From an optimization exercise on the open Yosys and OpenROAD flow, aimed at a short achievable clock period and few clock cycles; shortcuts taken in it are not production practice.
At most, simulation tests tie the RTL to the original design; equivalence was not proved.
No functional check of the RTL was part of runs 1, 2 and 4.
The flow treats the clock pin as an ideal source, which a real chip does not have.
No activity file was given, so power comes from the tool's default toggle rates.

===== flow/design.v =====
module Simple_Single_CPU
(
    input         clk_i,
    input         rst_n,
    output [31:0] imem_addr_o,
    input  [31:0] imem_rdata_i,
    output [31:0] dmem_addr_o,
    output [31:0] dmem_wdata_o,
    output        dmem_we_o,
    output        dmem_re_o,
    input  [31:0] dmem_rdata_i
);
    reg  [31:0] pcF;
    reg  [31:0] pcO;      
    reg         fwE;      
    reg         fastE;    
    reg         lateE;    
    reg         rdmE;     
    reg         stE;      
    reg         brE;      
    reg         jalrE;    
    reg         auiE;     
    reg         x1E;      
    reg  [4:0]  rdE;
    reg  [31:0] A, B, R2, pcE, tgtE, valE;
    reg         mSum, mOr, mAnd, mVal, slowE, sltE;
    reg         wM, ldM, weM, reM;
    reg         x1M;      
    reg  [4:0]  rdM;
    reg  [31:0] resM, sdM;
    reg  [31:0] resMo;    
    reg  [31:0] baseJ;
    reg         bjBad;
    reg  [31:0] rf [0:31];
    reg  [31:1] rfv;
    reg  [31:1] zf;
    assign imem_addr_o = pcO;
    wire [31:0] I   = imem_rdata_i;
    wire [4:0]  op  = I[6:2];
    wire [4:0]  rd  = I[11:7];
    wire [4:0]  rs1 = I[19:15];
    wire [4:0]  rs2 = I[24:20];
    wire [2:0]  f3  = I[14:12];
    wire dOP   = (op == 5'b01100);
    wire dIMM  = (op == 5'b00100);
    wire dLD   = (op == 5'b00000);
    wire dST   = (op == 5'b01000);
    wire dBR   = (op == 5'b11000);
    wire dJAL  = (op == 5'b11011);
    wire dJALR = (op == 5'b11001);
    wire dAUI  = (op == 5'b00101);
    wire rdnz   = (rd != 5'd0);
    wire dWen   = (dOP | dIMM | dLD | dJAL | dJALR | dAUI) & rdnz;
    wire useRs1 = dOP | dIMM | dLD | dST | dBR | dJALR;
    wire useRs2 = dOP | dST | dBR;
    wire useImm = dIMM | dLD | dST | dJALR;
    wire [31:0] immI = {{20{I[31]}}, I[31:20]};
    wire [31:0] immS = {{20{I[31]}}, I[31:25], I[11:7]};
    wire [31:0] immB = {{20{I[31]}}, I[7], I[30:25], I[11:8], 1'b0};
    wire [31:0] immJ = {{12{I[31]}}, I[19:12], I[20], I[30:21], 1'b0};
    wire arith = dOP | dIMM;
    wire aSub  = arith & (f3 == 3'b000) & I[30];
    wire aSlt  = arith & (f3 == 3'b010);
    wire aOr   = arith & (f3 == 3'b110);
    wire aAnd  = arith & ~(f3 == 3'b000) & ~(f3 == 3'b010) & ~(f3 == 3'b110);
    wire aSlow = aSub | aSlt;
    wire dVal  = dAUI | dJAL | dJALR;
    wire [1023:0] rfflat;
    wire [31:0]   zfe;
    assign rfflat[31:0] = 32'd0;
    assign zfe[0] = 1'b1;
    genvar g;
    generate
        for (g = 1; g < 32; g = g + 1) begin : rfeff
            assign rfflat[32*g +: 32] = rfv[g] ? rf[g] : ((g == 29) ? 32'd128 : 32'd0);
            assign zfe[g] = zf[g];
        end
    endgenerate
    wire [31:0] oh1, oh2, ohz1, ohz2;
    cpu_dec5g  u_oh1 (.a(rs1), .y(oh1));
    cpu_dec5g  u_oh2 (.a(rs2), .y(oh2));
    cpu_dec5g  u_oz1 (.a(rs1), .y(ohz1));
    cpu_dec5g  u_oz2 (.a(rs2), .y(ohz2));
    wire [31:0] resE;
    wire [31:0] mval;
    cpu_mux2 #(32) u_mval (.s(ldM), .a(dmem_rdata_i), .b(resM), .y(mval));
    wire fE1 = fastE & (rdE == rs1);
    wire fE2 = fastE & (rdE == rs2);
    wire fM1 = wM & (rdM == rs1);
    wire fM2 = wM & (rdM == rs2);
    wire fMl1 = fM1 & ldM, fMr1 = fM1 & ~ldM;
    wire fMl2 = fM2 & ldM, fMr2 = fM2 & ~ldM;
    wire fEb  = fE2 & ~useImm;
    wire fMlb = fMl2 & ~useImm, fMrb = fMr2 & ~useImm;
    wire [31:0] imB = dST ? immS : immI;
    wire [31:0] pA, qA, pR, qR, pB, qB;
    cpu_fwd3 u_fwa (.d0(resE), .s0(fE1), .d1(dmem_rdata_i), .s1(fMl1), .d2(resM), .s2(fMr1), .p(pA), .q(qA));
    cpu_fwd3 u_fwr (.d0(resE), .s0(fE2), .d1(dmem_rdata_i), .s1(fMl2), .d2(resM), .s2(fMr2), .p(pR), .q(qR));
    cpu_fwd4 u_fwb (.d0(resE), .s0(fEb), .d1(dmem_rdata_i), .s1(fMlb), .d2(resM), .s2(fMrb),
                    .d3(imB), .s3(useImm), .p(pB), .q(qB));
    wire [31:0] v10, v11, v20, v21;
    cpu_rdtree u_rt1 (.regs(rfflat), .oh(oh1), .v0(v10), .v1(v11));
    cpu_rdtree u_rt2 (.regs(rfflat), .oh(oh2), .v0(v20), .v1(v21));
    wire [31:0] r1v, r2v, Bn;
    cpu_opfin u_opa (.v0(v10), .v1(v11), .fw(fE1 | fM1), .p(pA), .q(qA), .y(r1v));
    cpu_opfin u_opr (.v0(v20), .v1(v21), .fw(fE2 | fM2), .p(pR), .q(qR), .y(r2v));
    cpu_opfin u_opb (.v0(v20), .v1(v21), .fw(fEb | fMlb | fMrb | useImm), .p(pB), .q(qB), .y(Bn));
    wire lduse = lateE & (((rdE == rs1) & useRs1) | ((rdE == rs2) & useRs2));
    wire [31:0] ohE, ohM;
    cpu_dec5 u_ohe (.a(rdE), .y(ohE));
    cpu_dec5 u_ohm (.a(rdM), .y(ohM));
    wire [31:0] busy = (ohE & {32{fwE}}) | (ohM & {32{wM}});
    wire [31:0] zfk  = zfe & ~busy;
    wire [31:0] nzfk = ~zfe & ~busy;
    wire zk1, zk2, zk1b, zk2b, nk1, nk2;
    cpu_zselg u_zs1 (.oh(ohz1), .z(zfk), .y(zk1));
    cpu_zselg u_zs2 (.oh(ohz2), .z(zfk), .y(zk2));
    cpu_zselg u_zs3 (.oh(ohz1), .z(zfk), .y(zk1b));
    cpu_zselg u_zs4 (.oh(ohz2), .z(zfk), .y(zk2b));
    cpu_zselg u_nz1 (.oh(ohz1), .z(nzfk), .y(nk1));
    cpu_zselg u_nz2 (.oh(ohz2), .z(nzfk), .y(nk2));
    wire off4   = (immB == 32'd4);
    wire sameBR = (rs1 == rs2);
    wire brT    = dBR & ~off4 & (sameBR | (zk1 & zk2));                   
    wire brN    = dBR & (off4 | (~sameBR & ((zk1 & nk2) | (nk1 & zk2))));  
    wire [31:0] pc4F;
    wire [18:0] pcH13p, pcH13m, tB0, tB1;
    wire [10:0] pcH21p, pcH21m, tJ0, tJ1;
    wire [19:0] bjHp, bjHm, tR0, tR1;
    cpu_inc4 u_pc4 (.a(pcF), .y(pc4F));
    cpu_incdec #(19) u_h13 (.a(pcF[31:13]), .p(pcH13p), .m(pcH13m));
    cpu_incdec #(11) u_h21 (.a(pcF[31:21]), .p(pcH21p), .m(pcH21m));
    cpu_incdec #(20) u_bjh (.a(baseJ[31:12]), .p(bjHp), .m(bjHm));
    cpu_hipre #(19) u_pb (.sg(I[31]), .h(pcF[31:13]), .hp(pcH13p), .hm(pcH13m), .y0(tB0), .y1(tB1));
    cpu_hipre #(11) u_pj (.sg(I[31]), .h(pcF[31:21]), .hp(pcH21p), .hm(pcH21m), .y0(tJ0), .y1(tJ1));
    cpu_hipre #(20) u_pr (.sg(I[31]), .h(baseJ[31:12]), .hp(bjHp), .hm(bjHm), .y0(tR0), .y1(tR1));
    wire [12:0] tBl; wire cB, cBn;
    wire [20:0] tJl; wire cJ;
    wire [11:0] tRl; wire cR;
    cpu_addg #(13) u_tbl (.a(pcF[12:0]), .b(immB[12:0]), .s(tBl), .co(cB), .con(cBn));
    cpu_addg #(21) u_tjl (.a(pcF[20:0]), .b(immJ[20:0]), .s(tJl), .co(cJ), .con());
    cpu_addg #(12) u_trl (.a(baseJ[11:0]), .b(I[31:20]), .s(tRl), .co(cR), .con());
    wire [18:0] tBh;
    cpu_mux2 #(19) u_tbh (.s(cB), .a(tB1), .b(tB0), .y(tBh));
    wire [31:0] tB = {tBh, tBl};    
    wire [19:0] auiH; wire auiC;
    cpu_add #(20) u_aui (.a(pcF[31:12]), .b(I[31:12]), .s(auiH), .co(auiC));
    wire [31:0] auiF = {auiH, pcF[11:0]};
    wire jalrF = auiE ? (rs1 == rdE) : ((rs1 == 5'd1) & ~x1E & ~bjBad);
    wire jmpF  = dJAL | (dJALR & jalrF);
    wire [31:0] sum; wire sumc;
    cpu_add #(32) u_sum (.a(A), .b(B), .s(sum), .co(sumc));
    cpu_ressel u_res (.a(A), .b(B), .sum(sum), .val(valE),
                      .mSum(mSum), .mOr(mOr), .mAnd(mAnd), .mVal(mVal), .y(resE));
    wire [31:0] dif = A - B;
    wire        slt = (A[31] ^ B[31]) ? A[31] : dif[31];
    wire [31:0] resMn = slowE ? (sltE ? {31'd0, slt} : dif) : resE;
    wire [31:0] resMno;
    cpu_pass #(32) u_rmo (.a(resMn), .y(resMno));
    wire eq;
    cpu_eq u_eq (.a(A), .b(R2), .eq(eq));
    wire mispE  = jalrE | (brE & eq);
    wire [31:0] rtgt = jalrE ? sum : tgtE;
    wire dR, dJ, bZ, bS, j4n;
    cpu_fsel u_fsel (.dJAL(dJAL), .dJALR(dJALR), .jalrF(jalrF), .dBR(dBR), .sameBR(sameBR),
                     .lduse(lduse), .dJ(dJ), .dR(dR), .bZ(bZ), .bS(bS), .j4n(j4n));
    wire [31:0] p4h;
    cpu_mux2 #(32) u_p4h (.s(lduse), .a(pcF), .b(pc4F), .y(p4h));
    wire [31:0] pcN, pcNo;
    cpu_pcsel u_pcn (
        .sE(mispE), .j4n(j4n), .bZ(bZ), .bS(bS), .zk1(zk1), .zk2(zk2), .zk1b(zk1b), .zk2b(zk2b),
        .cB(cB), .cBn(cBn), .dJ(dJ), .cJ(cJ), .dR(dR), .cR(cR),
        .e(rtgt), .p4(p4h),
        .rl(tRl), .r1(tR1), .r0(tR0), .jl(tJl), .j1(tJ1), .j0(tJ0),
        .bl(tBl), .b1(tB1), .b0(tB0), .y(pcN));
    cpu_pass #(32) u_pco (.a(pcN), .y(pcNo));
    wire vF = ~mispE & ~lduse;    
    wire        x1w  = wM & x1M;
    wire [31:0] x1M1 = x1w ? mval : rfflat[63:32];
    wire [31:0] x1n  = x1E ? valE : x1M1;
    always @(posedge clk_i or negedge rst_n) begin
        if (!rst_n) begin
            pcF   <= 32'd0;
            pcO   <= 32'd0;
            fwE   <= 1'b0; fastE <= 1'b0; lateE <= 1'b0; rdmE <= 1'b0; stE <= 1'b0;
            brE   <= 1'b0; jalrE <= 1'b0; auiE <= 1'b0; x1E <= 1'b0;
            bjBad <= 1'b0;
            wM    <= 1'b0; weM <= 1'b0; reM <= 1'b0;
            rfv   <= 31'd0;
            zf    <= ~(31'd1 << 28);    
        end else begin
            pcF   <= pcN;
            pcO   <= pcNo;
            fwE   <= vF & dWen;
            fastE <= vF & dWen & ~dLD & ~aSlow;
            lateE <= vF & dWen & (dLD | aSlow);
            rdmE  <= vF & dLD;
            stE   <= vF & dST;
            brE   <= vF & dBR & ~brT & ~brN;
            jalrE <= vF & dJALR & ~jalrF;
            auiE  <= vF & dAUI & rdnz;
            x1E   <= vF & dWen & (rd == 5'd1);
            bjBad <= x1E & ~mVal;
            wM    <= fwE;
            weM   <= stE;
            reM   <= rdmE;
            if (wM) begin
                rfv[rdM] <= 1'b1;
                zf[rdM]  <= (mval == 32'd0);
            end
        end
    end
    always @(posedge clk_i) begin
        rdE   <= rd;
        A     <= r1v;
        B     <= Bn;
        R2    <= r2v;
        pcE   <= pcF;
        tgtE  <= tB;
        valE  <= dAUI ? auiF : pc4F;
        mVal  <= dVal;
        mOr   <= aOr;
        mAnd  <= aAnd;
        mSum  <= ~dVal & ~aOr & ~aAnd;
        slowE <= aSlow;
        sltE  <= aSlt;
        baseJ <= (vF & dAUI & rdnz) ? auiF : x1n;
        ldM   <= rdmE;
        x1M   <= x1E;
        rdM   <= rdE;
        resM  <= resMn;
        resMo <= resMno;
        sdM   <= R2;
        if (wM) rf[rdM] <= mval;
    end
    assign dmem_addr_o  = resMo;
    assign dmem_wdata_o = sdM;
    assign dmem_we_o    = weM;
    assign dmem_re_o    = reM;
endmodule
module cpu_add #(parameter W = 32)
(
    input  [W-1:0] a,
    input  [W-1:0] b,
    output [W-1:0] s,
    output         co
);
    localparam L = (W > 16) ? 5 : (W > 8) ? 4 : (W > 4) ? 3 : (W > 2) ? 2 : 1;
    wire [W-1:0] gg [0:L];
    wire [W-1:0] pp [0:L];
    assign gg[0] = a & b;
    assign pp[0] = a ^ b;
    genvar k, i;
    generate
        for (k = 0; k < L; k = k + 1) begin : lvl
            for (i = 0; i < W; i = i + 1) begin : bit_
                if (i >= (1 << k)) begin : comb
                    assign gg[k+1][i] = gg[k][i] | (pp[k][i] & gg[k][i - (1 << k)]);
                    assign pp[k+1][i] = pp[k][i] & pp[k][i - (1 << k)];
                end else begin : pass
                    assign gg[k+1][i] = gg[k][i];
                    assign pp[k+1][i] = pp[k][i];
                end
            end
        end
    endgenerate
    assign s  = pp[0] ^ {gg[L][W-2:0], 1'b0};
    assign co = gg[L][W-1];
endmodule
module cpu_incdec #(parameter W = 20)
(
    input  [W-1:0] a,
    output [W-1:0] p,
    output [W-1:0] m
);
    assign p = a + 1'b1;
    assign m = a - 1'b1;
endmodule
module cpu_inc4
(
    input  [31:0] a,
    output [31:0] y
);
    assign y = a + 32'd4;
endmodule
module cpu_hipre #(parameter W = 20)
(
    input          sg,
    input  [W-1:0] h,
    input  [W-1:0] hp,
    input  [W-1:0] hm,
    output [W-1:0] y0,
    output [W-1:0] y1
);
    assign y0 = sg ? hm : h;
    assign y1 = sg ? h : hp;
endmodule
module cpu_mux2 #(parameter W = 32)
(
    input          s,
    input  [W-1:0] a,
    input  [W-1:0] b,
    output [W-1:0] y
);
    assign y = s ? a : b;
endmodule
module cpu_dec5
(
    input  [4:0]  a,
    output [31:0] y
);
    genvar i;
    generate
        for (i = 0; i < 32; i = i + 1) begin : d
            assign y[i] = (a == i);
        end
    endgenerate
endmodule
module cpu_eq
(
    input  [31:0] a,
    input  [31:0] b,
    output        eq
);
    assign eq = (a == b);
endmodule
module cpu_ressel
(
    input  [31:0] a,
    input  [31:0] b,
    input  [31:0] sum,
    input  [31:0] val,
    input         mSum,
    input         mOr,
    input         mAnd,
    input         mVal,
    output [31:0] y
);
    assign y = ({32{mSum}} & sum) | ({32{mOr}} & (a | b)) |
               ({32{mAnd}} & (a & b)) | ({32{mVal}} & val);
endmodule
module cpu_rdtree
(
    input  [1023:0] regs,
    input  [31:0]   oh,
    output [31:0]   v0,
    output [31:0]   v1
);
    genvar b, j;
    generate
        for (b = 0; b < 32; b = b + 1) begin : bit_
            wire [15:0] t;
            wire [3:0]  u;
            for (j = 0; j < 16; j = j + 1) begin : l1
                g_aoi22 g (.a(oh[2*j]), .b(regs[32*(2*j) + b]), .c(oh[2*j+1]), .d(regs[32*(2*j+1) + b]), .y(t[j]));
            end
            for (j = 0; j < 4; j = j + 1) begin : l2
                g_nand4 g (.a(t[4*j]), .b(t[4*j+1]), .c(t[4*j+2]), .d(t[4*j+3]), .y(u[j]));
            end
            g_nor2  g3a (.a(u[0]), .b(u[1]), .y(v0[b]));
            g_nor2  g3b (.a(u[2]), .b(u[3]), .y(v1[b]));
        end
    endgenerate
endmodule
module cpu_opfin
(
    input  [31:0] v0,
    input  [31:0] v1,
    input         fw,
    input  [31:0] p,
    input  [31:0] q,
    output [31:0] y
);
    genvar b;
    generate
        for (b = 0; b < 32; b = b + 1) begin : bit_
            wire x;
            g_a21o  g4 (.a(v0[b]), .b(v1[b]), .c(fw), .y(x));
            g_nand3 g5 (.a(x), .b(p[b]), .c(q[b]), .y(y[b]));
        end
    endgenerate
endmodule
module cpu_fwd3
(
    input  [31:0] d0,
    input         s0,
    input  [31:0] d1,
    input         s1,
    input  [31:0] d2,
    input         s2,
    output [31:0] p,
    output [31:0] q
);
    genvar b;
    generate
        for (b = 0; b < 32; b = b + 1) begin : bit_
            g_aoi22 g1 (.a(d0[b]), .b(s0), .c(d1[b]), .d(s1), .y(p[b]));
            g_nand2 g2 (.a(d2[b]), .b(s2), .y(q[b]));
        end
    endgenerate
endmodule
module cpu_fwd4
(
    input  [31:0] d0,
    input         s0,
    input  [31:0] d1,
    input         s1,
    input  [31:0] d2,
    input         s2,
    input  [31:0] d3,
    input         s3,
    output [31:0] p,
    output [31:0] q
);
    genvar b;
    generate
        for (b = 0; b < 32; b = b + 1) begin : bit_
            g_aoi22 g1 (.a(d0[b]), .b(s0), .c(d1[b]), .d(s1), .y(p[b]));
            g_aoi22 g2 (.a(d2[b]), .b(s2), .c(d3[b]), .d(s3), .y(q[b]));
        end
    endgenerate
endmodule
module g_aoi22 (input a, input b, input c, input d, output y);
    assign y = ~((a & b) | (c & d));
endmodule
module g_nand4 (input a, input b, input c, input d, output y);
    assign y = ~(a & b & c & d);
endmodule
module g_and2 (input a, input b, output y);
    assign y = a & b;
endmodule
module g_a21o (input a, input b, input c, output y);
    assign y = (a & b) | c;
endmodule
module cpu_addg #(parameter W = 21)
(
    input  [W-1:0] a,
    input  [W-1:0] b,
    output [W-1:0] s,
    output         co,
    output         con
);
    localparam L = (W > 16) ? 5 : (W > 8) ? 4 : (W > 4) ? 3 : (W > 2) ? 2 : 1;
    wire [W-1:0] gg [0:L];
    wire [W-1:0] tt [0:L];
    wire [W-1:0] x;
    genvar k, i;
    generate
        for (i = 0; i < W; i = i + 1) begin : l0
            g_nand2 gn (.a(a[i]), .b(b[i]), .y(gg[0][i]));
            g_nor2  tn (.a(a[i]), .b(b[i]), .y(tt[0][i]));
            g_xor2  xx (.a(a[i]), .b(b[i]), .y(x[i]));
        end
        for (k = 1; k <= L; k = k + 1) begin : lvl
            for (i = 0; i < W; i = i + 1) begin : bit_
                if (i >= (1 << (k - 1))) begin : comb
                    if (k % 2 == 1) begin : odd
                        g_oai21 g (.a(tt[k-1][i]), .b(gg[k-1][i - (1 << (k - 1))]), .c(gg[k-1][i]), .y(gg[k][i]));
                        g_nor2  t (.a(tt[k-1][i]), .b(tt[k-1][i - (1 << (k - 1))]), .y(tt[k][i]));
                    end else begin : even
                        g_aoi21 g (.a(tt[k-1][i]), .b(gg[k-1][i - (1 << (k - 1))]), .c(gg[k-1][i]), .y(gg[k][i]));
                        g_nand2 t (.a(tt[k-1][i]), .b(tt[k-1][i - (1 << (k - 1))]), .y(tt[k][i]));
                    end
                end else begin : pass
                    g_inv g (.a(gg[k-1][i]), .y(gg[k][i]));
                    g_inv t (.a(tt[k-1][i]), .y(tt[k][i]));
                end
            end
        end
        assign s[0] = x[0];
        for (i = 1; i < W; i = i + 1) begin : sm
            if (L % 2 == 1) begin : t_
                g_xor2  g (.a(x[i]), .b(gg[L][i-1]), .y(s[i]));
            end else begin : n_
                g_xnor2 g (.a(x[i]), .b(gg[L][i-1]), .y(s[i]));
            end
        end
        if (L % 2 == 1) begin : cot
            assign co = gg[L][W-1];
            g_inv g (.a(gg[L][W-1]), .y(con));
        end else begin : cof
            g_inv g (.a(gg[L][W-1]), .y(co));
            assign con = gg[L][W-1];
        end
    endgenerate
endmodule
module g_nand2 (input a, input b, output y);
    assign y = ~(a & b);
endmodule
module g_nor2 (input a, input b, output y);
    assign y = ~(a | b);
endmodule
module g_xor2 (input a, input b, output y);
    assign y = a ^ b;
endmodule
module g_xnor2 (input a, input b, output y);
    assign y = ~(a ^ b);
endmodule
module g_inv (input a, output y);
    assign y = ~a;
endmodule
module g_oai21 (input a, input b, input c, output y);
    assign y = ~((a | b) & c);
endmodule
module g_aoi21 (input a, input b, input c, output y);
    assign y = ~((a & b) | c);
endmodule
module cpu_dec5g
(
    input  [4:0]  a,
    output [31:0] y
);
    wire [4:0] an;
    wire [3:0] nl;
    wire [7:0] nh;
    genvar i;
    generate
        for (i = 0; i < 5; i = i + 1) begin : iv
            g_inv g (.a(a[i]), .y(an[i]));
        end
        for (i = 0; i < 4; i = i + 1) begin : lo
            g_nand2 g (.a(((i / 2) % 2) ? a[1] : an[1]), .b((i % 2) ? a[0] : an[0]), .y(nl[i]));
        end
        for (i = 0; i < 8; i = i + 1) begin : hi
            g_nand3 g (.a(((i / 4) % 2) ? a[4] : an[4]), .b(((i / 2) % 2) ? a[3] : an[3]), .c((i % 2) ? a[2] : an[2]), .y(nh[i]));
        end
        for (i = 0; i < 32; i = i + 1) begin : ln
            g_nor2 g (.a(nl[i % 4]), .b(nh[i / 4]), .y(y[i]));
        end
    endgenerate
endmodule
module cpu_zselg
(
    input  [31:0] oh,
    input  [31:0] z,
    output        y
);
    wire [15:0] t;
    wire [3:0]  u;
    wire [1:0]  v;
    genvar j;
    generate
        for (j = 0; j < 16; j = j + 1) begin : l1
            g_aoi22 g (.a(oh[2*j]), .b(z[2*j]), .c(oh[2*j+1]), .d(z[2*j+1]), .y(t[j]));
        end
        for (j = 0; j < 4; j = j + 1) begin : l2
            g_nand4 g (.a(t[4*j]), .b(t[4*j+1]), .c(t[4*j+2]), .d(t[4*j+3]), .y(u[j]));
        end
    endgenerate
    g_nor2  g3a (.a(u[0]), .b(u[1]), .y(v[0]));
    g_nor2  g3b (.a(u[2]), .b(u[3]), .y(v[1]));
    g_nand2 g4  (.a(v[0]), .b(v[1]), .y(y));
endmodule
module cpu_pcsel
(
    input         sE,      
    input         j4n,     
    input         bZ,      
    input         bS,      
    input         zk1,     
    input         zk2,
    input         zk1b,    
    input         zk2b,
    input         cB,
    input         cBn,
    input         dJ,      
    input         cJ,
    input         dR,      
    input         cR,
    input  [31:0] e,
    input  [31:0] p4,
    input  [11:0] rl,
    input  [19:0] r1,
    input  [19:0] r0,
    input  [20:0] jl,
    input  [10:0] j1,
    input  [10:0] j0,
    input  [12:0] bl,
    input  [18:0] b1,
    input  [18:0] b0,
    output [31:0] y
);
    wire nm;
    g_inv gnm (.a(sE), .y(nm));
    genvar g, k;
    generate
        for (g = 0; g < 4; g = g + 1) begin : grp
            wire s4, sJ, sR, nbS, nbZ, nbSc, nbSn, sB, sBc, sBn, sJc, sJn, sRc, sRn;
            wire z1 = (g < 2) ? zk1 : zk1b;
            wire z2 = (g < 2) ? zk2 : zk2b;
            g_a311oi gs4 (.a(bZ), .b(z1), .c(z2), .d(sE), .e(j4n), .y(s4));
            g_and2   gbs (.a(nm), .b(bS), .y(nbS));
            if (g < 2) begin : lob
                g_a41o  gsb (.a(nm), .b(bZ), .c(z1), .d(z2), .e(nbS), .y(sB));
                g_and2  gsr (.a(nm), .b(dR), .y(sR));
            end
            if (g < 3) begin : loj
                g_and2  gsj (.a(nm), .b(dJ), .y(sJ));
            end
            if (g > 0) begin : hib
                g_and2  gbz (.a(nm), .b(bZ), .y(nbZ));
                g_and3  gsc (.a(nm), .b(bS), .c(cB), .y(nbSc));
                g_and3b gsn (.an(cB), .b(nm), .c(bS), .y(nbSn));
                g_a41o  gbc (.a(z1), .b(z2), .c(cB), .d(nbZ), .e(nbSc), .y(sBc));
                g_a41o  gbn (.a(z1), .b(z2), .c(cBn), .d(nbZ), .e(nbSn), .y(sBn));
                g_and3  grc (.a(nm), .b(dR), .c(cR), .y(sRc));
                g_and3b grn (.an(cR), .b(nm), .c(dR), .y(sRn));
            end
            if (g > 1) begin : hij
                g_and3  gjc (.a(nm), .b(dJ), .c(cJ), .y(sJc));
                g_and3b gjn (.an(cJ), .b(nm), .c(dJ), .y(sJn));
            end
            for (k = 0; k < 8; k = k + 1) begin : bit_
                localparam integer i = 8 * g + k;
                wire p, q, r, u;
                g_aoi22 ga (.a(e[i]), .b(sE), .c(p4[i]), .d(s4), .y(p));
                if (i < 12) begin : lo
                    g_aoi22 gb (.a(rl[i]), .b(sR), .c(jl[i]), .d(sJ), .y(q));
                    g_nand2 gc (.a(bl[i]), .b(sB), .y(r));
                    g_nand3 gy (.a(p), .b(q), .c(r), .y(y[i]));
                end else if (i < 13) begin : b12
                    g_aoi22 gb (.a(r1[i-12]), .b(sRc), .c(r0[i-12]), .d(sRn), .y(q));
                    g_aoi22 gc (.a(jl[i]), .b(sJ), .c(bl[i]), .d(sB), .y(r));
                    g_nand3 gy (.a(p), .b(q), .c(r), .y(y[i]));
                end else if (i < 21) begin : mid
                    g_aoi22 gb (.a(r1[i-12]), .b(sRc), .c(r0[i-12]), .d(sRn), .y(q));
                    g_aoi22 gc (.a(b1[i-13]), .b(sBc), .c(b0[i-13]), .d(sBn), .y(r));
                    g_nand2 gd (.a(jl[i]), .b(sJ), .y(u));
                    g_nand4 gy (.a(p), .b(q), .c(r), .d(u), .y(y[i]));
                end else begin : hi
                    g_aoi22 gb (.a(r1[i-12]), .b(sRc), .c(r0[i-12]), .d(sRn), .y(q));
                    g_aoi22 gc (.a(b1[i-13]), .b(sBc), .c(b0[i-13]), .d(sBn), .y(r));
                    g_aoi22 gd (.a(j1[i-21]), .b(sJc), .c(j0[i-21]), .d(sJn), .y(u));
                    g_nand4 gy (.a(p), .b(q), .c(r), .d(u), .y(y[i]));
                end
            end
        end
    endgenerate
endmodule
module g_a311oi (input a, input b, input c, input d, input e, output y);
    assign y = ~((a & b & c) | d | e);
endmodule
module g_a41o (input a, input b, input c, input d, input e, output y);
    assign y = (a & b & c & d) | e;
endmodule
module g_and3 (input a, input b, input c, output y);
    assign y = a & b & c;
endmodule
module g_and3b (input an, input b, input c, output y);
    assign y = ~an & b & c;
endmodule
module g_nand3 (input a, input b, input c, output y);
    assign y = ~(a & b & c);
endmodule
module cpu_fsel
(
    input  dJAL,
    input  dJALR,
    input  jalrF,
    input  dBR,
    input  sameBR,
    input  lduse,
    output dJ,
    output dR,
    output bZ,
    output bS,
    output j4n
);
    assign dJ  = dJAL & ~lduse;
    assign dR  = dJALR & jalrF & ~lduse;
    assign bZ  = dBR & ~lduse;
    assign bS  = dBR & sameBR & ~lduse;                  
    assign j4n = (dJAL | (dJALR & jalrF) | (dBR & sameBR)) & ~lduse;
endmodule
module cpu_pass #(parameter W = 32)
(
    input  [W-1:0] a,
    output [W-1:0] y
);
    assign y = a;
endmodule
module g_a31o (input a, input b, input c, input d, output y);
    assign y = (a & b & c) | d;
endmodule
module g_a31oi (input a, input b, input c, input d, output y);
    assign y = ~((a & b & c) | d);
endmodule
module g_and2b (input an, input b, output y);
    assign y = ~an & b;
endmodule

===== flow/flow/run.sh =====
#!/bin/bash
# The standard layout (the standard.sh, its synthesis unchanged), with these
# changes to how the layout is optimised:
#  - timing repair aims at a slack well above the 11 ns clock's, so that it keeps
#    shortening the critical paths;
#  - the port buffers are buf_8 cells rather than the resizer's default choice;
#  - an extra timing repair pass after CTS (flow/post_cts.tcl), through ORFS's
#    step hook.
# make's full output goes to standard_make.log; each ORFS step also keeps its own
# log under orfs/logs/.
set -euo pipefail
F=$(pwd)/flow
bash standard.sh SETUP_SLACK_MARGIN=7.6 \
    "BUFFER_PORTS_ARGS=-buffer_cell sky130_fd_sc_hd__buf_8" \
    POST_CTS_TCL=$F/post_cts.tcl \
    finish > standard_make.log 2>&1

===== flow/flow/post_cts.tcl =====
# Run after CTS's own timing repair.
# 1. Weak gates that drive long nets: a single-strength cell whose net spans more
#    than 50 um (half-perimeter of its pins' cells) becomes the strength-4 (else 2)
#    cell of the same function, so that later extraction finds no slow, long,
#    weakly driven wire that the repair, working from estimates, left alone.
# 2. One more timing repair pass, then legalize.
set block [ord::get_db_block]
set db [ord::get_db]
set thr [expr {50 * [$block getDbUnitsPerMicron]}]
set n 0
foreach net [$block getNets] {
  if {[$net getSigType] ne "SIGNAL"} { continue }
  set drv ""
  set xs {}
  set ys {}
  foreach it [$net getITerms] {
    set b [[$it getInst] getBBox]
    lappend xs [$b xMin]
    lappend ys [$b yMin]
    if {[$it isOutputSignal]} { set drv [$it getInst] }
  }
  if {$drv eq "" || [llength $xs] < 2} { continue }
  set hp [expr {[tcl::mathfunc::max {*}$xs] - [tcl::mathfunc::min {*}$xs] + [tcl::mathfunc::max {*}$ys] - [tcl::mathfunc::min {*}$ys]}]
  if {$hp < $thr} { continue }
  set m [[$drv getMaster] getName]
  if {![regexp {^(sky130_fd_sc_hd__(nand|nor|a2|o2|a3|o3|a4|o4|inv|xor|xnor|and|or|mux)[a-z0-9]*)_[01]$} $m -> base]} { continue }
  foreach s {4 2} {
    set nm [$db findMaster ${base}_$s]
    if {$nm ne ""} {
      $drv swapMaster $nm
      incr n
      break
    }
  }
}
puts "post_cts: upsized $n weak drivers of long nets"
detailed_placement
estimate_parasitics -placement
report_worst_slack -max
repair_timing_helper
detailed_placement
check_placement -verbose
estimate_parasitics -placement
report_worst_slack -max

===== flow/standard.sh =====
#!/bin/bash
# synth_recipe.tcl (not shown) runs the flow's synth.tcl, then flattens the netlist and writes it again
# the make line also repeats each setting of config.mk as NAME=value (left out here)
make -C /OpenROAD-flow-scripts/flow DESIGN_CONFIG=/design/flow/config.mk WORK_HOME=/design/flow/orfs CLKGATE_MAP_FILE= SYNTH_SCRIPT=/design/flow/synth_recipe.tcl "${@:-finish}"

===== flow/config.mk =====
export PLATFORM = sky130hd
export DESIGN_NAME = Simple_Single_CPU
export DESIGN_NICKNAME = Simple_Single_CPU
export VERILOG_FILES = /design/flow/design.v
export SDC_FILE = /design/flow/constraint.sdc
export NUM_CORES = 8
export LEC_CHECK = 0
export ABC_CLOCK_PERIOD_IN_PS = 5000
export CAP_MARGIN = 20
export CORE_MARGIN = 2
export CORE_UTILIZATION = 35
export PLACE_DENSITY = 0.5
export SETUP_SLACK_MARGIN = 5
export SLEW_MARGIN = 20
export SYNTH_HIERARCHICAL = 1

===== flow/constraint.sdc =====
create_clock -name core_clock -period 11.0 [get_ports {clk_i}]
set_input_delay 2.2000 -clock core_clock [delete_from_list [all_inputs] [get_ports {clk_i}]]
set_output_delay 2.2000 -clock core_clock [all_outputs]
set_load 0.01 [all_outputs]

==> results of run 1 <==
## registers in the layout (all words and copies together), names as in the netlist, 31 cells and up
name / count
rf: 992
B: 32
tgtE: 32
A: 32
resM: 32
zf: 31
valE: 32
resMo: 32
rfv: 31
pcO: 32
pcF: 32
baseJ: 32
sdM: 32
R2: 32
## worst max-delay path by stage
stage,start,end,depth (start not counted)
finish,A[15],pcF[24],11
global route,imem_rdata_i[19],pcF[24],13
detailed placement,dmem_rdata_i[29],zf[7],9
global placement,dmem_rdata_i[29],zf[7],9
floorplan,imem_rdata_i[15],A[0],6
## area by class of cell
class	instances	share of cell area (%)
timing repair buffer	775	9.77
timing repair inverter	2	0.0117
antenna	10	0.0213
clock buffer	230	4.06
tap	3330	3.54
inverter	214	0.766
sequential	1437	33.7
multi-input combinational	5726	47.5
clock inverter	80	0.672
## power breakdown
| group | internal (mW) | switching [mW] |
|---|---|---|
| clock network | 3.19 | 2.51 |
| registers | 6.63 | 0.897 |
| logic | 2.86 | 4.45 |
## layer usage
metal / vias to the layer above / wire length (µm)
li1: 30628 / -
met1: 37028 / 165000
met2: 3873 / 184000
met3: 1053 / 37300
met4: 20 / 33300
met5: - / 401
## stage by stage
stage,cells,instance area (µm²),utilization [%]
3_5_place_dp,11029,95400,38.4
2_1_floorplan,7664,88900,-
3_3_place_gp,11029,95400,38.4
6_report,11804,118000,47.4
5_1_grt,11796,118000,47.4
==> summary.txt, run 1 <==
power per cell area around 170 nW/µm²; gr usage total a little under a third; final hold vios 0; final setup margin 7.20 ns; commonest cells after routing, fill and taps aside a22oi_2, edfxtp_1, and2_1, nand2_1, buf_4; Detailed Route WL 420,000 µm; max incr delay on CP approximately 0.59 ns; Max IR drop VDD approximately 0.17 mV; Worst setup SP type flop; Initial Utilization a little over a third; final period utilization 34.6%; M1 GR Usage between 30% and 40%; total congestion overflow 0; RSZ-0062 raised after global routing yes; Crit-path slowest cell dfxtp_1; TNS Setup 0 ns; Via density 6.15; RR Startpoint A[15]; Leak about 40 nW; CP Data Arrival Time ~4.5 ns; Synth Instances approximately 7,600; met3 Track Usage GR under 10%; CTS clk-pin slew, worst paths ~0.06 ns; crit-path cells xor2_1 > nor4_1 > nand4_1 > nor2_4 > a21o_4 > clkinvlp_4 > and2_1 > a41o_4 > a22oi_2 > nand4_1 > buf_4; share of layout cells above drive strength 1 a little under half; Netlist Area Pre-Place roughly 87,000 µm²; synthesis-to-finish area growth 34.6%; Worst R2R Path Depth 11; Avg WL per Cell ~36 µm; gr busiest metal met2; first-pass GRT wire length 565,000 µm; Final min period 3.80 ns; worst skew pair latency approximately 0.9 ns; I/O pins about 160; Chip Height just over 500 µm; Hold Crit Endpoint bjBad; Worst Hold Class reg -> reg; reg2reg setup slack slightly above 7 ns; delay-heaviest family, CP simple AND/OR/NAND/NOR gates; top achievable clock speed around 0.26 GHz; initial antenna violation count 38; CP dominant cell by count nand4_1; clk sink count ~1,400; syn avg cell area roughly 12 µm²; Slew HR approximately 28%; FP Rows around 180; Slew Viols, Final 0; ANT nets after route 0; vias in the first global route 69,915; commonest non-fill, non-tap cell in the layout a22oi_2; Die Span X ~500 µm; RD Place Congestion roughly 0.96; worst path bufs/invs 2; core box area about 250,000 µm²; max-cap viol count 0; WHS Path Cells 1; PortBufs approximately 160; DRC Markers 0; Final HPWL DP 241,000 µm; Pwr Total 20.5 mW; multi-input combinational cell area roughly 56,000 µm²; drt initial violations approximately 8,400; hold_sp mVal; largest net degree at the start of global routing 82; met2 usage in global routing 48.3%; Placement Setup Slack 5.36 ns; Yosys warning count 12; register area roughly 40,000 µm²; Min Hold Slack about 0.34 ns; Worst setup EP type flop; Worst Max-Slew Pin Slew ~1.1 ns; Setup Skew 0.0903 ns; status no timing/DRC/antenna violations; FF-to-FF End pcF[24]; Worst Path Required 11.73 ns; CTS tree built; DR vias slightly above 70,000; critical path class reg -> reg; # fillers 22,058; CP Max Fanout 14; first-pass detailed-route iteration total 6; final setup fails 0; net count of the finished layout about 8,500; die area approximately 250,000 µm²
==> run 2, diff against run 1 <==
--- a/flow/config.mk
+++ b/flow/config.mk
@@ -10,4 +10,4 @@
 export CORE_MARGIN = 2
-export CORE_UTILIZATION = 35
-export PLACE_DENSITY = 0.5
+export CORE_UTILIZATION = 28
+export PLACE_DENSITY = 0.45
 export SETUP_SLACK_MARGIN = 5
==> summary.txt, run 2 <==
crit-path cells buf_16 > clkinvlp_4 > nand3_4 > nor2_4 > a22oi_2 > nand4_1 > nor2_4 > nand2_8 > buf_4 > a41o_4 > a22oi_2 > nand4_1; Slew HR 21.4% (-6.6 points); CP Data Arrival Time 4.47 ns (-0.06 ns); status no timing/DRC/antenna violations; Leak 40.6 nW (+1.7%); final period utilization 34.4% (-0.18 points); Met1 Wirelength 179,000 µm (+8.7%); RSZ-0062 raised after global routing yes; net count of the finished layout 8,576 (+0.89%); total congestion overflow 0 (unchanged); Synth Instances 7,595 (unchanged); Min Hold Slack 0.347 ns (+0.00334 ns); core box area 311,000 µm² (+25%); first-pass GRT wire length 599,000 µm (+6.0%); Netlist Area Pre-Place 87,400 µm² (unchanged); Setup Skew 0.0724 ns (-0.0179 ns); final setup fails 0 (unchanged); initial antenna violation count 31 (-18%); power per cell area 177 nW/µm² (+1.5%); uppermost layer routed met5; synthesis-to-finish area growth 37.8%; Max IR drop VDD 0.137 mV (-21%); RD Place Congestion 0.926 (-3.3%); commonest cells after routing, fill and taps aside a22oi_2, edfxtp_1, and2_1, nand2_1, buf_4; max incr delay on CP 0.27 ns (-0.32 ns); worst skew pair latency 0.91 ns (+0.02 ns); CTS tree built; drt initial violations 7,749 (-7.5%); max-cap viol count 0 (unchanged); reg2reg setup slack 7.43 ns (+0.23 ns); Slew Viols, Final 0 (unchanged); Biggest register rf; syn avg cell area 11.5 µm² (unchanged); Worst setup SP type primary input; TNS Setup 0 ns (unchanged); vias in the first global route 71,056 (+1.6%); gr usage total 27.1% (-4.4 points); I/O pins 164 (unchanged); Worst setup EP type flop; commonest non-fill, non-tap cell in the layout a22oi_2; die area 317,000 µm² (+25%); Final min period 3.78 ns (-0.0193 ns); met2 wire len 200,000 µm (+8.5%); Avg WL per Cell 34.9 µm (-2.0%); Placement Setup Slack 5.14 ns (-0.224 ns); DRC Markers 0 (unchanged); top achievable clock speed 0.264 GHz (+0.51%); CTS clk-pin slew, worst paths 0.06 ns (about the same); first-pass detailed-route iteration total 5 (-1); final setup margin 7.22 ns (+0.0193 ns); Detailed Route WL 443,000 µm (+5.6%); Pwr Total 21.3 mW (+3.9%); largest net degree at the start of global routing 99 (+21%); Chip Height 563 µm (+12%); Die Span X 563 µm (+12%); Crit-path slowest cell a41o_4; Yosys warning count 12 (unchanged); Via density 5.74 (-6.7%); clk sink count 1,437 (unchanged); CP Max Fanout 8 (-6); number of flip-flops in the largest register 992 (unchanged); Worst Max-Slew Pin Slew 1.18 ns (+0.0981 ns); FP Rows 205 (+12%); ANT nets after route 0 (unchanged); PortBufs 161 (unchanged); Initial Utilization 28.1% (-7.1 points); Worst Hold Class reg -> reg; share of layout cells above drive strength 1 48.3% (+1.3 points); DR vias 72,929 (+0.45%); Final HPWL DP 257,000 µm (+6.5%); final hold vios 0 (unchanged); wire length on met3 34,300 µm (-8.1%); critical path class in -> reg; Worst Path Required 11.69 ns (-0.04 ns)
==> run 2: final timing paths <==
kind / start / end / cells after the start
setup reg to reg: R2[1] / pcO[18] / 11
max in group asynchronous: rst_n / rfv[19] / 2
min in group asynchronous: rst_n / pcO[27] / 1
hold reg to reg: stE / weM / 0
hold / removal: stE / weM / 0
setup / recovery: imem_rdata_i[22] / pcO[25] / 12
==> run 2: worst max-delay path, delay by kind of cell <==
family	cells	cell delay, ns
AOI/OAI and AO/OA	3	0.65
buffers and inverters	3	0.50
and+or+nand+nor	6	1.06
==> run 2: routing by layer <==
| metal | up-vias | track usage (%) |
|---|---|---|
| met5 | - | 0 |
| met4 | 8 | 15.6 |
| met3 | 907 | 5.40 |
| met2 | 3310 | 42.7 |
| met1 | 37868 | 34.4 |
| li1 | 30836 | - |
==> run 2: final cells by class <==
| type | instances | area (µm²) |
|---|---|---|
| repair inverters | 2 | 13.8 |
| fillers | 29401 | 191000 |
| flip-flops and latches | 1437 | 39600 |
| well taps | 4140 | 5180 |
| clock inverters | 88 | 852 |
| diodes | 21 | 52.6 |
| repair buffers | 830 | 12200 |
| multi-input cells | 5735 | 56600 |
| clock buffers | 248 | 5060 |
| inverters | 214 | 905 |
==> run 2: power by group <==
group          internal (mW)  switching [mW]
logic                   2.99            4.70
clock network           3.49            2.61
registers               6.62           0.907
total                   13.1            8.22
==> run 2: through the flow <==
stage	cell area (µm²)	utilization, %	instances
final	120000	38.7	12715
after global routing	120000	38.7	12697
after detailed placement	96500	31.0	11847
after global placement	96500	31.0	11847
after floorplan	88900	-	7664
==> run 3, diff against run 2 <==
--- a/flow/design.v
+++ b/flow/design.v
@@ -79,4 +79,4 @@
     wire [31:0] oh1, oh2, ohz1, ohz2;
-    cpu_dec5g  u_oh1 (.a(rs1), .y(oh1));
-    cpu_dec5g  u_oh2 (.a(rs2), .y(oh2));
+    cpu_dec5   u_oh1 (.a(rs1), .y(oh1));
+    cpu_dec5   u_oh2 (.a(rs2), .y(oh2));
     cpu_dec5g  u_oz1 (.a(rs1), .y(ohz1));
@@ -90,4 +90,4 @@
     wire fM2 = wM & (rdM == rs2);
-    wire fMl1 = fM1 & ldM, fMr1 = fM1 & ~ldM;
-    wire fMl2 = fM2 & ldM, fMr2 = fM2 & ~ldM;
+    wire fMl1 = fM1 & ldM & ~fE1, fMr1 = fM1 & ~ldM & ~fE1;
+    wire fMl2 = fM2 & ldM & ~fE2, fMr2 = fM2 & ~ldM & ~fE2;
     wire fEb  = fE2 & ~useImm;
@@ -163,5 +163,8 @@
     wire [31:0] rtgt = jalrE ? sum : tgtE;
-    wire dR, dJ, bZ, bS, j4n;
-    cpu_fsel u_fsel (.dJAL(dJAL), .dJALR(dJALR), .jalrF(jalrF), .dBR(dBR), .sameBR(sameBR),
-                     .lduse(lduse), .dJ(dJ), .dR(dR), .bZ(bZ), .bS(bS), .j4n(j4n));
+    wire nh  = ~lduse;
+    wire dR  = dJALR & jalrF & nh;
+    wire dJ  = dJAL & nh;
+    wire bZ  = dBR & nh;
+    wire bS  = bZ & sameBR;                   
+    wire j4n = (jmpF | bS) & nh;              
     wire [31:0] p4h;
@@ -654,22 +657,2 @@
 endmodule
-module cpu_fsel
-(
-    input  dJAL,
-    input  dJALR,
-    input  jalrF,
-    input  dBR,
-    input  sameBR,
-    input  lduse,
-    output dJ,
-    output dR,
-    output bZ,
-    output bS,
-    output j4n
-);
-    assign dJ  = dJAL & ~lduse;
-    assign dR  = dJALR & jalrF & ~lduse;
-    assign bZ  = dBR & ~lduse;
-    assign bS  = dBR & sameBR & ~lduse;                  
-    assign j4n = (dJAL | (dJALR & jalrF) | (dBR & sameBR)) & ~lduse;
-endmodule
 module cpu_pass #(parameter W = 32)
--- a/flow/config.mk
+++ b/flow/config.mk
@@ -10,4 +10,4 @@
 export CORE_MARGIN = 2
-export CORE_UTILIZATION = 28
-export PLACE_DENSITY = 0.45
+export CORE_UTILIZATION = 35
+export PLACE_DENSITY = 0.5
 export SETUP_SLACK_MARGIN = 5
==> summary.txt, run 3 <==
status no timing/DRC/antenna violations; Slew Viols, Final 0 (unchanged); Via density 6.20 (+8.1%); final hold vios 0 (unchanged); RR Startpoint A[25]; PortBufs 161 (unchanged); Worst Hold Class reg -> reg; DR vias 74,160 (+1.7%); CP Data Arrival Time 4.46 ns (about the same); Worst setup SP type primary input; core box area 248,000 µm² (-20%); Leak 40.2 nW (-1.2%); CTS clk-pin slew, worst paths 0.06 ns (about the same); power per cell area 177 nW/µm² (about the same); Crit-path slowest cell nor2_4; reg2reg setup slack 7.36 ns (-0.07 ns); Die Span X 503 µm (-11%); Initial Utilization 35.1% (+7.1 points); die area 253,000 µm² (-20%); FP Rows 183 (-11%); RSZ-0062 raised after global routing yes; max incr delay on CP 0.32 ns (+0.05 ns); DRC Markers 0 (unchanged); CTS tree built; Synth Instances 7,640 (+0.59%); hold_sp stE; initial antenna violation count 25 (-19%); Slew HR 30.3% (+8.9 points); synthesis-to-finish area growth 35.7%; Pwr Total 21.0 mW (-1.7%); Final HPWL DP 249,000 µm (-3.1%); commonest non-fill, non-tap cell in the layout a22oi_2; Chip Height 503 µm (-11%); net count of the finished layout 8,639 (+0.73%); WHS Path Cells 0 (unchanged); share of layout cells above drive strength 1 46.4% (-1.9 points); Cell Count Post-Placement 11,100 (-6.3%); final setup fails 0 (unchanged); first-pass detailed-route iteration total 6 (+1); CP Max Fanout 7 (-1); Worst setup EP type flop; final period utilization 33.7% (-0.69 points); worst skew pair latency 0.88 ns (-0.03 ns); top achievable clock speed 0.270 GHz (+2.0%); first-pass GRT wire length 582,000 µm (-2.9%); number of flip-flops in the largest register 992 (unchanged); Core Util, Final 47.7% (+9.0 points); vias in the first global route 70,718 (-0.48%); CP dominant cell by count buf_12; Worst Max-Slew Pin Slew 1.05 ns (-0.132 ns); Worst R2R Path Depth 12 (+1); FF-to-FF End pcF[17]; largest net degree at the start of global routing 75 (-24%); Hold Crit Endpoint weM; Yosys warning count 12 (unchanged); critical path class in -> reg; gr usage total 33.1% (+6.0 points); Netlist Area Pre-Place 87,200 µm² (-0.21%); drt initial violations 8,576 (+11%); I/O pins 164 (unchanged); fin cells 11,965 (-5.9%); Final min period 3.71 ns (-0.0759 ns); Setup Skew 0.0745 ns (+0.00211 ns); Avg WL per Cell 36.2 µm (+3.9%); clk sink count 1,437 (unchanged); max-cap viol count 0 (unchanged); TNS Setup 0 ns (unchanged); total congestion overflow 0 (unchanged); Biggest register rf; Max IR drop VDD 0.139 mV (+1.1%); RD Place Congestion 0.934 (+0.84%); commonest cells after routing, fill and taps aside a22oi_2, edfxtp_1, and2_1, nand2_1, buf_4; ANT nets after route 0 (unchanged); Worst Path Required 11.75 ns (+0.06 ns); crit-path cells buf_16 > buf_12 > or3b_4 > buf_12 > nor2_4 > buf_6 > buf_16 > buf_12 > a22oi_2 > nand4_4 > nor2_4 > a21o_1 > nand3_1; Detailed Route WL 433,000 µm (-2.3%); Min Hold Slack 0.378 ns (+0.0314 ns); syn avg cell area 11.4 µm² (-0.79%)
==> run 3: worst max-delay path by stage <==
stage	slack [ns]	start	end
finish	7.29	imem_rdata_i[18]	A[29]
global route	7.28	imem_rdata_i[17]	pcF[18]
detailed placement	5.32	dmem_rdata_i[9]	zf[6]
global placement	5.44	dmem_rdata_i[9]	zf[10]
floorplan	6.67	imem_rdata_i[5]	B[0]
==> run 3: layer usage <==
layer / share of wire (%) / global-route usage, %
met1: 40 / 43.2
met2: 42 / 48.5
met3: 11 / 8.92
met4: 7.5 / 20.5
met5: 0.022 / 0
==> run 3: critical path: cells and delay by family <==
| kind | cells | cell delay (ns) |
|---|---|---|
| buffers and inverters | 6 | 0.84 |
| AOI/OAI and AO/OA | 2 | 0.42 |
| and+or+nand+nor | 5 | 0.94 |
==> run 3: per-stage QoR <==
stage / instance area, µm² / setup slack, ns
final: 118000 / 7.29
after global routing: 118000 / 7.28
after detailed placement: 95300 / 5.32
after floorplan: 88700 / 6.67
after global placement: 95300 / 5.44
==> run 3: area by class of cell <==
class	count	area, µm²
clock inverter	62	803
timing repair buffer	866	13000
clock buffer	260	5050
timing repair inverter	2	13.8
antenna	22	55.1
inverter	195	788
sequential	1437	39600
tap	3330	4170
multi-input combinational	5791	54800
fill	21980	130000
==> run 3: power breakdown <==
| group | leakage (nW) | internal (mW) | switching, mW | total [mW] |
|---|---|---|---|---|
| sequential | 13.4 | 6.64 | 0.745 | 7.39 |
| clock | 2.85 | 3.44 | 2.52 | 5.96 |
| combinational | 24.0 | 2.91 | 4.70 | 7.61 |
| total | 40.2 | 13.0 | 7.97 | 21.0 |
Testbench counts of run 3, summed over its fixed seeds: cycles 30,932.
==> run 4, diff against run 3 <==
--- a/flow/design.v
+++ b/flow/design.v
@@ -90,4 +90,4 @@
     wire fM2 = wM & (rdM == rs2);
-    wire fMl1 = fM1 & ldM & ~fE1, fMr1 = fM1 & ~ldM & ~fE1;
-    wire fMl2 = fM2 & ldM & ~fE2, fMr2 = fM2 & ~ldM & ~fE2;
+    wire fMl1 = fM1 & ldM, fMr1 = fM1 & ~ldM;
+    wire fMl2 = fM2 & ldM, fMr2 = fM2 & ~ldM;
     wire fEb  = fE2 & ~useImm;
@@ -115,6 +115,6 @@
     wire zk1, zk2, zk1b, zk2b, nk1, nk2;
-    cpu_zselg u_zs1 (.oh(ohz1), .z(zfk), .y(zk1));
-    cpu_zselg u_zs2 (.oh(ohz2), .z(zfk), .y(zk2));
-    cpu_zselg u_zs3 (.oh(ohz1), .z(zfk), .y(zk1b));
-    cpu_zselg u_zs4 (.oh(ohz2), .z(zfk), .y(zk2b));
+    cpu_zselm u_zs1 (.a(rs1), .z(zfk), .y(zk1));
+    cpu_zselm u_zs2 (.a(rs2), .z(zfk), .y(zk2));
+    cpu_zselm u_zs3 (.a(rs1), .z(zfk), .y(zk1b));
+    cpu_zselm u_zs4 (.a(rs2), .z(zfk), .y(zk2b));
     cpu_zselg u_nz1 (.oh(ohz1), .z(nzfk), .y(nk1));
@@ -534,2 +534,27 @@
 endmodule
+module cpu_zselm
+(
+    input  [4:0]  a,
+    input  [31:0] z,
+    output        y
+);
+    wire [7:0] m1;
+    wire [1:0] m2;
+    genvar i;
+    generate
+        for (i = 0; i < 8; i = i + 1) begin : l1
+            g_mux4 g (.s1(a[1]), .s0(a[0]), .d3(z[4*i+3]), .d2(z[4*i+2]), .d1(z[4*i+1]), .d0(z[4*i]), .y(m1[i]));
+        end
+        for (i = 0; i < 2; i = i + 1) begin : l2
+            g_mux4 g (.s1(a[3]), .s0(a[2]), .d3(m1[4*i+3]), .d2(m1[4*i+2]), .d1(m1[4*i+1]), .d0(m1[4*i]), .y(m2[i]));
+        end
+    endgenerate
+    g_mux2 g3 (.s(a[4]), .a(m2[1]), .b(m2[0]), .y(y));
+endmodule
+module g_mux4 (input s1, input s0, input d3, input d2, input d1, input d0, output y);
+    assign y = s1 ? (s0 ? d3 : d2) : (s0 ? d1 : d0);
+endmodule
+module g_mux2 (input s, input a, input b, output y);
+    assign y = s ? a : b;
+endmodule
 module cpu_zselg
==> summary.txt, run 4 <==
largest net degree at the start of global routing 76 (+1.3%); Netlist Area Pre-Place 87,300 µm² (+0.11%); power per cell area 179 nW/µm² (+0.92%); final setup fails 0 (unchanged); critical path class in -> reg; status no timing/DRC/antenna violations; CP Max Fanout 8 (+1); Yosys warning count 12 (unchanged); ANT nets after route 0 (unchanged); Slew Viols, Final 0 (unchanged); Cell Count Post-Placement 11,046 (-0.49%); top achievable clock speed 0.258 GHz (-4.2%); first-pass detailed-route iteration total 6 (unchanged); Setup Skew 0.0817 ns (+0.00727 ns); TNS Setup 0 ns (unchanged); PortBufs 161 (unchanged); Avg WL per Cell 36.2 µm (-0.12%); Worst setup EP type flop; total congestion overflow 0 (unchanged); clk sink count 1,437 (unchanged); drt initial violations 9,399 (+9.6%); DRC Markers 0 (unchanged); Slew HR 18.6% (-12 points); CTS clk-pin slew, worst paths 0.06 ns (about the same); delay-heaviest family, CP multiplexers; Crit-path slowest cell mux4_2; I/O pins 164 (unchanged); gr usage total 32.0% (-1.1 points); Leak 38.7 nW (-3.6%); final period utilization 35.2% (+1.5 points); RSZ-0062 raised after global routing yes; vias in the first global route 69,871 (-1.2%); worst path bufs/invs 2 (-4); worst skew pair latency 0.91 ns (+0.03 ns); syn avg cell area 11.5 µm² (+0.49%); die area 254,000 µm² (+0.11%); Worst Hold Class reg -> reg; CP Data Arrival Time 4.66 ns (+0.20 ns); DR vias 73,346 (-1.1%); number of flip-flops in the largest register 992 (unchanged); Final HPWL DP 244,000 µm (-1.9%); Worst setup SP type primary input; Die Span X 504 µm (about the same); max-cap viol count 0 (unchanged); fin cells 11,739 (-1.9%); share of layout cells above drive strength 1 44.5% (-1.8 points); Max IR drop VDD 0.149 mV (+7.7%); commonest cells after routing, fill and taps aside a22oi_2, edfxtp_1, and2_1, nand2_1, nor2_1; CTS tree built; max incr delay on CP 0.55 ns (+0.23 ns); Initial Utilization 35.2% (about the same); crit-path cells buf_16 > mux4_2 > mux4_2 > mux2_4 > a311oi_4 > buf_12 > a22oi_2 > nand4_1; Via density 6.25 (+0.81%); initial antenna violation count 26 (+4.0%); synthesis-to-finish area growth 31.5%; RD Place Congestion 0.925 (-1.0%); Pwr Total 20.5 mW (-2.1%); net count of the finished layout 8,424 (-2.5%); Biggest register rf; Min Hold Slack 0.352 ns (-0.0260 ns); Synth Instances 7,611 (-0.38%); Worst Max-Slew Pin Slew 1.22 ns (+0.175 ns); FP Rows 183 (unchanged); commonest non-fill, non-tap cell in the layout a22oi_2; Detailed Route WL 425,000 µm (-2.0%); final hold vios 0 (unchanged); first-pass GRT wire length 565,000 µm (-2.9%); Chip Height 504 µm (about the same); reg2reg setup slack 7.17 ns (-0.19 ns); Worst Path Required 11.79 ns (+0.04 ns); CP dominant cell by count mux4_2; core box area 248,000 µm² (about the same); Final min period 3.87 ns (+0.163 ns)
## run 4: changes by cell type in the layout (fill, tap and decap cells not counted), moves of 20 or more
cell and delta:
buf_12 -64, buf_6 -36, buf_4 -24, a221oi_4 +26, nor2_1 +47, clkinv_1 +25
a22oi_2 -64, o21ai_0 +22, nand4_1 -20, mux4_2 +40, buf_16 -57, nor2_4 -66
a221oi_1 -25, o21ai_1 -37
## run 4: metal layers
metal	wire length [µm]	global-route usage, %
met3	46100	7.99
met4	30400	20.0
met2	179000	46.5
met1	169000	42.4
met5	281	0
## run 4: worst reg2reg max path: cells and delay by family, from the launching register on
kind | cells | cell delay (ns)
simple gates | 3 | 0.93
flops | 1 | 0.51
buf+inv | 1 | 0.19
mux | 3 | 1.46
compound gates | 3 | 0.66
## run 4: stage by stage
| step | util (%) | setup slack (ns) | cell area (µm²) |
|---|---|---|---|
| 5_1_grt | 46.2 | 7.14 | 115000 |
| 6_report | 46.2 | 7.13 | 115000 |
| 2_1_floorplan | - | 6.59 | 88700 |
| 3_5_place_dp | 38.3 | 5.44 | 95200 |
| 3_3_place_gp | 38.3 | 5.45 | 95200 |
## run 4: area by class of cell
| class | instances | area, µm² |
|---|---|---|
| multi-input combinational | 5758 | 55100 |
| sequential | 1437 | 39600 |
| inverter | 191 | 748 |
| tap | 3330 | 4170 |
| clock inverter | 93 | 853 |
| timing repair inverter | 1 | 7.51 |
| timing repair buffer | 695 | 9720 |
| clock buffer | 218 | 4560 |
| fill | 22248 | 134000 |
| antenna | 16 | 40.0 |
## run 4: worst paths after layout
| check | depth (start not counted) | end | start |
|---|---|---|---|
| worst max-delay path | 8 | pcO[25] | imem_rdata_i[20] |
| worst min-delay path | 0 | weM | stE |
| worst max register to register | 10 | pcO[25] | rdE[0] |
| worst min register to register | 0 | weM | stE |
| max in group asynchronous | 3 | zf[25] | rst_n |
| min in group asynchronous | 1 | pcF[29] | rst_n |
## run 4: power by group
part | switching, mW | internal [mW] | total (mW)
Sequential | 0.858 | 6.63 | 7.48
Clock | 2.49 | 3.09 | 5.59
Combinational | 4.53 | 2.92 | 7.45
Total | 7.88 | 12.6 | 20.5

==> afterwards: timing with drivers on the ports <==
How much do the figures lean on ideal ports? The routed layouts below were timed once more, with nothing changed but the port constraints. Step 1 (the two cells are an assumption about what drives the block):
set clk [get_ports {clk_i}]
set_driving_cell -lib_cell sky130_fd_sc_hd__clkbuf_16 $clk
set_driving_cell -lib_cell sky130_fd_sc_hd__buf_2 [delete_from_list [all_inputs] $clk]
Step 2, shift: input delay + t, output delay - t, t = (earliest + latest rising clock arrival at the registers) / 2. This alone moves slack from input paths to output paths. Slacks: no drivers / after step 1 / after step 2; pairs: no drivers / after step 1.
run | shift t [ns] | setup slack, ns | worst setup path after step 2 | worst data-port slew with drivers (ns) | pins driven straight from the clock port
run 1 | 0.937 | 7.198 / 7.063 / 6.126 | input to register | 0.26 | 1
run 2 | 0.969 | 7.218 / 7.018 / 6.049 | input to register | 0.40 | 1
run 3 | 0.940 | 7.294 / 7.056 / 6.116 | input to register | 0.45 | 1
run 4 | 0.952 | 7.130 / 6.751 / 5.799 | input to register | 0.55 | 1
After both steps setup and hold are still met in every run listed. The setup slack of run 4, which loses most, moves by -0.379 ns with the drivers and by -1.331 ns with both steps.
